From an optimization exercise on the open Yosys and OpenROAD flow, aimed at small area, a short achievable clock period and few clock cycles; shortcuts taken in it are not production practice.
At most, simulation tests tie the RTL to the original design; equivalence was not proved.
Power is estimated from default activity; no workload was simulated.

// MyDesign
module MyDesign (
    input  wire        dut_run,
    output reg         dut_busy,
    input  wire        reset_b,
    input  wire        clk,
    output wire        input_sram_write_enable,
    output wire [11:0] input_sram_write_addresss,
    output wire [15:0] input_sram_write_data,
    output wire [11:0] input_sram_read_address,
    input  wire [15:0] input_sram_read_data,
    output reg         output_sram_write_enable,
    output wire [11:0] output_sram_write_addresss,
    output wire [15:0] output_sram_write_data,
    output wire [11:0] output_sram_read_address,
    input  wire [15:0] output_sram_read_data,
    output wire        scratchpad_sram_write_enable,
    output wire [11:0] scratchpad_sram_write_addresss,
    output wire [15:0] scratchpad_sram_write_data,
    output wire [11:0] scratchpad_sram_read_address,
    input  wire [15:0] scratchpad_sram_read_data,
    output wire        weights_sram_write_enable,
    output wire [11:0] weights_sram_write_addresss,
    output wire [15:0] weights_sram_write_data,
    output wire [11:0] weights_sram_read_address,
    input  wire [15:0] weights_sram_read_data
);
Settings: LEC_CHECK=0, ABC_AREA=1, CAP_MARGIN=20, CORE_MARGIN=2, CORE_UTILIZATION=55, CTS_BUF_LIST=sky130_fd_sc_hd__clkbuf_8 sky130_fd_sc_hd__clkbuf_16, CTS_CLUSTER_DIAMETER=80, CTS_CLUSTER_SIZE=30, SLEW_MARGIN=20, SYNTH_HIERARCHICAL=1, SYNTH_MINIMUM_KEEP_SIZE=0; clock period 11.0 ns.
standard.sh (not shown) runs the stock make flow with config.mk's settings and CLKGATE_MAP_FILE= SYNTH_SCRIPT=/design/flow/synth_recipe.tcl, a recipe that flattens the netlist after the stock synthesis.
==> flow/flow/run.sh <==
#!/bin/bash
# Layout: the standard ORFS flow (standard.sh, unchanged synthesis),
# with repair_timing asked to keep a setup margin of 7.6 ns on the design's
# 11 ns clock, and the port buffers made as buf_2 cells.
# Each ORFS step writes its full log under orfs/logs; make's output goes to
# standard.log.
set -o pipefail
bash standard.sh SETUP_SLACK_MARGIN=7.6 "BUFFER_PORTS_ARGS=-buffer_cell sky130_fd_sc_hd__buf_2" finish > standard.log 2>&1
Change:
--- a/flow/design.v
+++ b/flow/design.v
@@ -73,31 +73,31 @@
     reg b2, b1, b0;
     begin
       for (j = 0; j < 4; j = j + 1) begin
         b2 = w[2*j+1]; b1 = w[2*j]; b0 = (j == 0) ? 1'b0 : w[2*j-1];
         booth[3*j]   = b1 ^ b0;
         booth[3*j+1] = (b2 & ~b1 & ~b0) | (~b2 & b1 & b0);
         booth[3*j+2] = b2;
       end
     end
   endfunction
-  reg [107:0] kd;
+  reg [71:0] kr;    
   wire ld = rd & (st == 3'd0);
   always @(posedge clk) begin
-    if (ld && q == 5'd1) kd[23:0]  <= {booth(weights_sram_read_data[7:0]), booth(weights_sram_read_data[15:8])};
-    if (ld && q == 5'd2) kd[47:24] <= {booth(weights_sram_read_data[7:0]), booth(weights_sram_read_data[15:8])};
-    if (ld && q == 5'd3) kd[71:48] <= {booth(weights_sram_read_data[7:0]), booth(weights_sram_read_data[15:8])};
-    if (ld && q == 5'd4) kd[95:72] <= {booth(weights_sram_read_data[7:0]), booth(weights_sram_read_data[15:8])};
-    if (ld && q == 5'd5) kd[107:96] <= booth(weights_sram_read_data[15:8]);
+    if (ld && q == 5'd1) kr[15:0]  <= {weights_sram_read_data[7:0], weights_sram_read_data[15:8]};
+    if (ld && q == 5'd2) kr[31:16] <= {weights_sram_read_data[7:0], weights_sram_read_data[15:8]};
+    if (ld && q == 5'd3) kr[47:32] <= {weights_sram_read_data[7:0], weights_sram_read_data[15:8]};
+    if (ld && q == 5'd4) kr[63:48] <= {weights_sram_read_data[7:0], weights_sram_read_data[15:8]};
+    if (ld && q == 5'd5) kr[71:64] <= weights_sram_read_data[15:8];
     if (sw) begin
-      kd[35:0] <= kd[107:72];
-      kd[107:72] <= kd[35:0];
+      kr[23:0] <= kr[71:48];
+      kr[71:48] <= kr[23:0];
     end
   end
   reg [15:0] x0, x1, x2, x3, x4, x5;
   reg [2:0] ph;    
   always @(posedge clk) begin
     x0 <= input_sram_read_data;
     if (sw) begin
       x1 <= x3; x2 <= x0; x3 <= x1;
     end else begin
       x1 <= x0; x2 <= x1; x3 <= x2;
@@ -118,29 +118,29 @@
     px0 <= ph[0] ? x5[7:0] : x4[15:8];
     px1 <= ph[1] ? x4[15:8] : x4[7:0];
     px2 <= ph[2] ? x4[7:0] : x3[15:8];
     px3 <= ph[0] ? x3[7:0] : x2[15:8];
     px4 <= ph[1] ? x2[15:8] : x2[7:0];
     px5 <= ph[2] ? x2[7:0] : x1[15:8];
     px6 <= ph[0] ? x1[7:0] : x0[15:8];
     px7 <= ph[1] ? x0[15:8] : x0[7:0];
     px8 <= ph[2] ? x0[7:0] : input_sram_read_data[15:8];
   end
-  wire [11:0] kd0 = kd[11:0];
-  wire [11:0] kd1 = kd[23:12];
-  wire [11:0] kd2 = kd[35:24];
-  wire [11:0] kd3 = kd[47:36];
-  wire [11:0] kd4 = kd[59:48];
-  wire [11:0] kd5 = kd[71:60];
-  wire [11:0] kd6 = kd[83:72];
-  wire [11:0] kd7 = kd[95:84];
-  wire [11:0] kd8 = kd[107:96];
+  wire [11:0] kd0 = booth(kr[7:0]);
+  wire [11:0] kd1 = booth(kr[15:8]);
+  wire [11:0] kd2 = booth(kr[23:16]);
+  wire [11:0] kd3 = booth(kr[31:24]);
+  wire [11:0] kd4 = booth(kr[39:32]);
+  wire [11:0] kd5 = booth(kr[47:40]);
+  wire [11:0] kd6 = booth(kr[55:48]);
+  wire [11:0] kd7 = booth(kr[63:56]);
+  wire [11:0] kd8 = booth(kr[71:64]);
   wire y0_0_0 = (kd0[0] & px0[0]) ^ kd0[2];
   wire y0_0_1 = ((kd0[0] & px0[1]) | (kd0[1] & px0[0])) ^ kd0[2];
   wire y0_0_2 = ((kd0[0] & px0[2]) | (kd0[1] & px0[1])) ^ kd0[2];
   wire y0_0_3 = ((kd0[0] & px0[3]) | (kd0[1] & px0[2])) ^ kd0[2];
   wire y0_0_4 = ((kd0[0] & px0[4]) | (kd0[1] & px0[3])) ^ kd0[2];
   wire y0_0_5 = ((kd0[0] & px0[5]) | (kd0[1] & px0[4])) ^ kd0[2];
   wire y0_0_6 = ((kd0[0] & px0[6]) | (kd0[1] & px0[5])) ^ kd0[2];
   wire y0_0_7 = ((kd0[0] & px0[7]) | (kd0[1] & px0[6])) ^ kd0[2];
   wire y0_0_8 = ((kd0[0] & px0[7]) | (kd0[1] & px0[7])) ^ kd0[2];
   wire y0_1_0 = (kd0[3] & px0[0]) ^ kd0[5];
Outcome:
- The changed run completed without violations
- final cell count goes up by about 3%
- power decreases by 4.4%
- wire length hardly moves
- register-to-register slack loses 190 ps
- first-iteration DRC count went up by about 24%
- sequential share of layout area came out lower by 4.1 points
No run of this note included a check of the RTL's function; only the layout flow was run.

========
MyDesign, a different RTL version from the one above (not shown whole).
Size: ~470 flip-flops, about 28000 µm² of cells after synthesis.
==> flow/config.mk <==
export PLATFORM = sky130hd
export DESIGN_NAME = MyDesign
export DESIGN_NICKNAME = MyDesign
export VERILOG_FILES = /design/flow/design.v
export SDC_FILE = /design/flow/constraint.sdc
export NUM_CORES = 4
export LEC_CHECK = 0
export ABC_AREA = 1
export CAP_MARGIN = 20
export CORE_MARGIN = 2
export CORE_UTILIZATION = 40
export CTS_BUF_LIST = sky130_fd_sc_hd__clkbuf_8 sky130_fd_sc_hd__clkbuf_16
export CTS_CLUSTER_DIAMETER = 80
export CTS_CLUSTER_SIZE = 30
export SLEW_MARGIN = 20
export SYNTH_HIERARCHICAL = 1
export SYNTH_MINIMUM_KEEP_SIZE = 0
==> flow/constraint.sdc <==
create_clock -name core_clock -period 11.0 [get_ports {clk}]
set_input_delay 2.2000 -clock core_clock [delete_from_list [all_inputs] [get_ports {clk}]]
set_output_delay 2.2000 -clock core_clock [all_outputs]
set_load 0.01 [all_outputs]
Scripts as last shown in full above: flow/flow/run.sh
Testbench counts at the start, summed over its fixed seeds: cycles 13,944.
Then changed:
--- a/flow/design.v
+++ b/flow/design.v
@@ -82,33 +82,33 @@
     integer j;
     reg b2, b1, b0;
     begin
       for (j = 0; j < 4; j = j + 1) begin
         b2 = w[2*j+1]; b1 = w[2*j]; b0 = (j == 0) ? 1'b0 : w[2*j-1];
         booth[3*j]   = b1 ^ b0;
         booth[3*j+1] = (b2 & ~b1 & ~b0) | (~b2 & b1 & b0);
         booth[3*j+2] = b2;
       end
     end
   endfunction
-  reg [107:0] kd;
+  reg [71:0] kr;    
   wire ld = rd & (st == 3'd0);
   always @(posedge clk) begin
-    if (ld && q == 5'd1) kd[23:0]  <= {booth(weights_sram_read_data[7:0]), booth(weights_sram_read_data[15:8])};
-    if (ld && q == 5'd2) kd[47:24] <= {booth(weights_sram_read_data[7:0]), booth(weights_sram_read_data[15:8])};
-    if (ld && q == 5'd3) kd[71:48] <= {booth(weights_sram_read_data[7:0]), booth(weights_sram_read_data[15:8])};
-    if (ld && q == 5'd4) kd[95:72] <= {booth(weights_sram_read_data[7:0]), booth(weights_sram_read_data[15:8])};
-    if (ld && q == 5'd5) kd[107:96] <= booth(weights_sram_read_data[15:8]);
+    if (ld && q == 5'd1) kr[15:0]  <= {weights_sram_read_data[7:0], weights_sram_read_data[15:8]};
+    if (ld && q == 5'd2) kr[31:16] <= {weights_sram_read_data[7:0], weights_sram_read_data[15:8]};
+    if (ld && q == 5'd3) kr[47:32] <= {weights_sram_read_data[7:0], weights_sram_read_data[15:8]};
+    if (ld && q == 5'd4) kr[63:48] <= {weights_sram_read_data[7:0], weights_sram_read_data[15:8]};
+    if (ld && q == 5'd5) kr[71:64] <= weights_sram_read_data[15:8];
     if (sw) begin
-      kd[35:0] <= kd[107:72];
-      kd[107:72] <= kd[35:0];
+      kr[23:0] <= kr[71:48];
+      kr[71:48] <= kr[23:0];
     end
   end
   reg [15:0] x0, x1, x2, x3, x4, x5;
   reg [7:0]  x6;
   reg [8:0] ph;    
   always @(posedge clk) begin
     x0 <= input_sram_read_data;
     if (sw) begin
       x1 <= x3; x2 <= x0; x3 <= x1;
     end else begin
       x1 <= x0; x2 <= x1; x3 <= x2;
@@ -118,31 +118,31 @@
     ph <= {9{start}} | ~ph;
   end
   wire [7:0] px0 = ph[0] ? x5[15:8] : x6[7:0];
   wire [7:0] px1 = ph[1] ? x5[7:0] : x5[15:8];
   wire [7:0] px2 = ph[2] ? x4[15:8] : x5[7:0];
   wire [7:0] px3 = ph[3] ? x3[15:8] : x4[7:0];
   wire [7:0] px4 = ph[4] ? x3[7:0] : x3[15:8];
   wire [7:0] px5 = ph[5] ? x2[15:8] : x3[7:0];
   wire [7:0] px6 = ph[6] ? x1[15:8] : x2[7:0];
   wire [7:0] px7 = ph[7] ? x1[7:0] : x1[15:8];
   wire [7:0] px8 = ph[8] ? x0[15:8] : x1[7:0];
-  wire [11:0] kd0 = kd[11:0];
-  wire [11:0] kd1 = kd[23:12];
-  wire [11:0] kd2 = kd[35:24];
-  wire [11:0] kd3 = kd[47:36];
-  wire [11:0] kd4 = kd[59:48];
-  wire [11:0] kd5 = kd[71:60];
-  wire [11:0] kd6 = kd[83:72];
-  wire [11:0] kd7 = kd[95:84];
-  wire [11:0] kd8 = kd[107:96];
+  wire [11:0] kd0 = booth(kr[7:0]);
+  wire [11:0] kd1 = booth(kr[15:8]);
+  wire [11:0] kd2 = booth(kr[23:16]);
+  wire [11:0] kd3 = booth(kr[31:24]);
+  wire [11:0] kd4 = booth(kr[39:32]);
+  wire [11:0] kd5 = booth(kr[47:40]);
+  wire [11:0] kd6 = booth(kr[55:48]);
+  wire [11:0] kd7 = booth(kr[63:56]);
+  wire [11:0] kd8 = booth(kr[71:64]);
   wire y0_0_0 = (kd0[0] & px0[0]) ^ kd0[2];
   wire y0_0_1 = ((kd0[0] & px0[1]) | (kd0[1] & px0[0])) ^ kd0[2];
   wire y0_0_2 = ((kd0[0] & px0[2]) | (kd0[1] & px0[1])) ^ kd0[2];
   wire y0_0_3 = ((kd0[0] & px0[3]) | (kd0[1] & px0[2])) ^ kd0[2];
   wire y0_0_4 = ((kd0[0] & px0[4]) | (kd0[1] & px0[3])) ^ kd0[2];
   wire y0_0_5 = ((kd0[0] & px0[5]) | (kd0[1] & px0[4])) ^ kd0[2];
   wire y0_0_6 = ((kd0[0] & px0[6]) | (kd0[1] & px0[5])) ^ kd0[2];
   wire y0_0_7 = ((kd0[0] & px0[7]) | (kd0[1] & px0[6])) ^ kd0[2];
   wire y0_0_8 = ((kd0[0] & px0[7]) | (kd0[1] & px0[7])) ^ kd0[2];
   wire y0_1_0 = (kd0[3] & px0[0]) ^ kd0[5];
   wire y0_1_1 = ((kd0[3] & px0[1]) | (kd0[4] & px0[0])) ^ kd0[5];
=>
- clock power is about the same
- wire length came out lower by 4.6%
- clock skew came out lower by 0.0098 ns
- non-clock buffer count came out higher by 69
- design area stays flat
- final cell count came out higher by 5.3%
- maximum frequency came out lower by 0.33%
- via count came out higher by 2.7%
- total power came out lower by 2.7%
- area after synthesis came out lower by 2.2%
Testbench counts after the change, summed over its fixed seeds: cycles 13,944.

==> what the ideal ports hide <==
How much do the figures lean on ideal ports? The routed layouts below were timed once more, with nothing changed but the port constraints. Step 1 sets driving cells, clkbuf_16 on the clock port and buf_2 on the other inputs (assumed; they add their load-dependent delay and slew). Step 2 times the ports against the registers' clock, not the clock port: input delays grow and output delays shrink by t, the midpoint of the rising clock arrivals with the driver on. Slacks: no drivers / after step 1 / after step 2; pairs: no drivers / after step 1.
| run | t (ns) | setup slack, ns | worst setup path at the end | worst register clock-pin slew, ns | worst slew at a driven data input, ns |
|---|---|---|---|---|---|
| the first run of note 1 | 0.684 | 7.562 / 7.560 / 7.129 | input to register | 0.12 / 0.12 | 0.06 |
| the second run of note 1 | 0.673 | 7.368 / 7.368 / 7.368 | register to register | 0.12 / 0.12 | 0.04 |
| the first run of note 2 | 0.688 | 7.614 / 7.602 / 7.204 | input to register | 0.11 / 0.11 | 0.04 |
| the second run of note 2 | 0.681 | 7.603 / 7.603 / 7.377 | input to register | 0.11 / 0.11 | 0.05 |
After both steps every run listed still meets setup and hold. The setup slack of the first run of note 1, which loses most, moves by -0.002 ns with the drivers and by -0.433 ns with both steps.
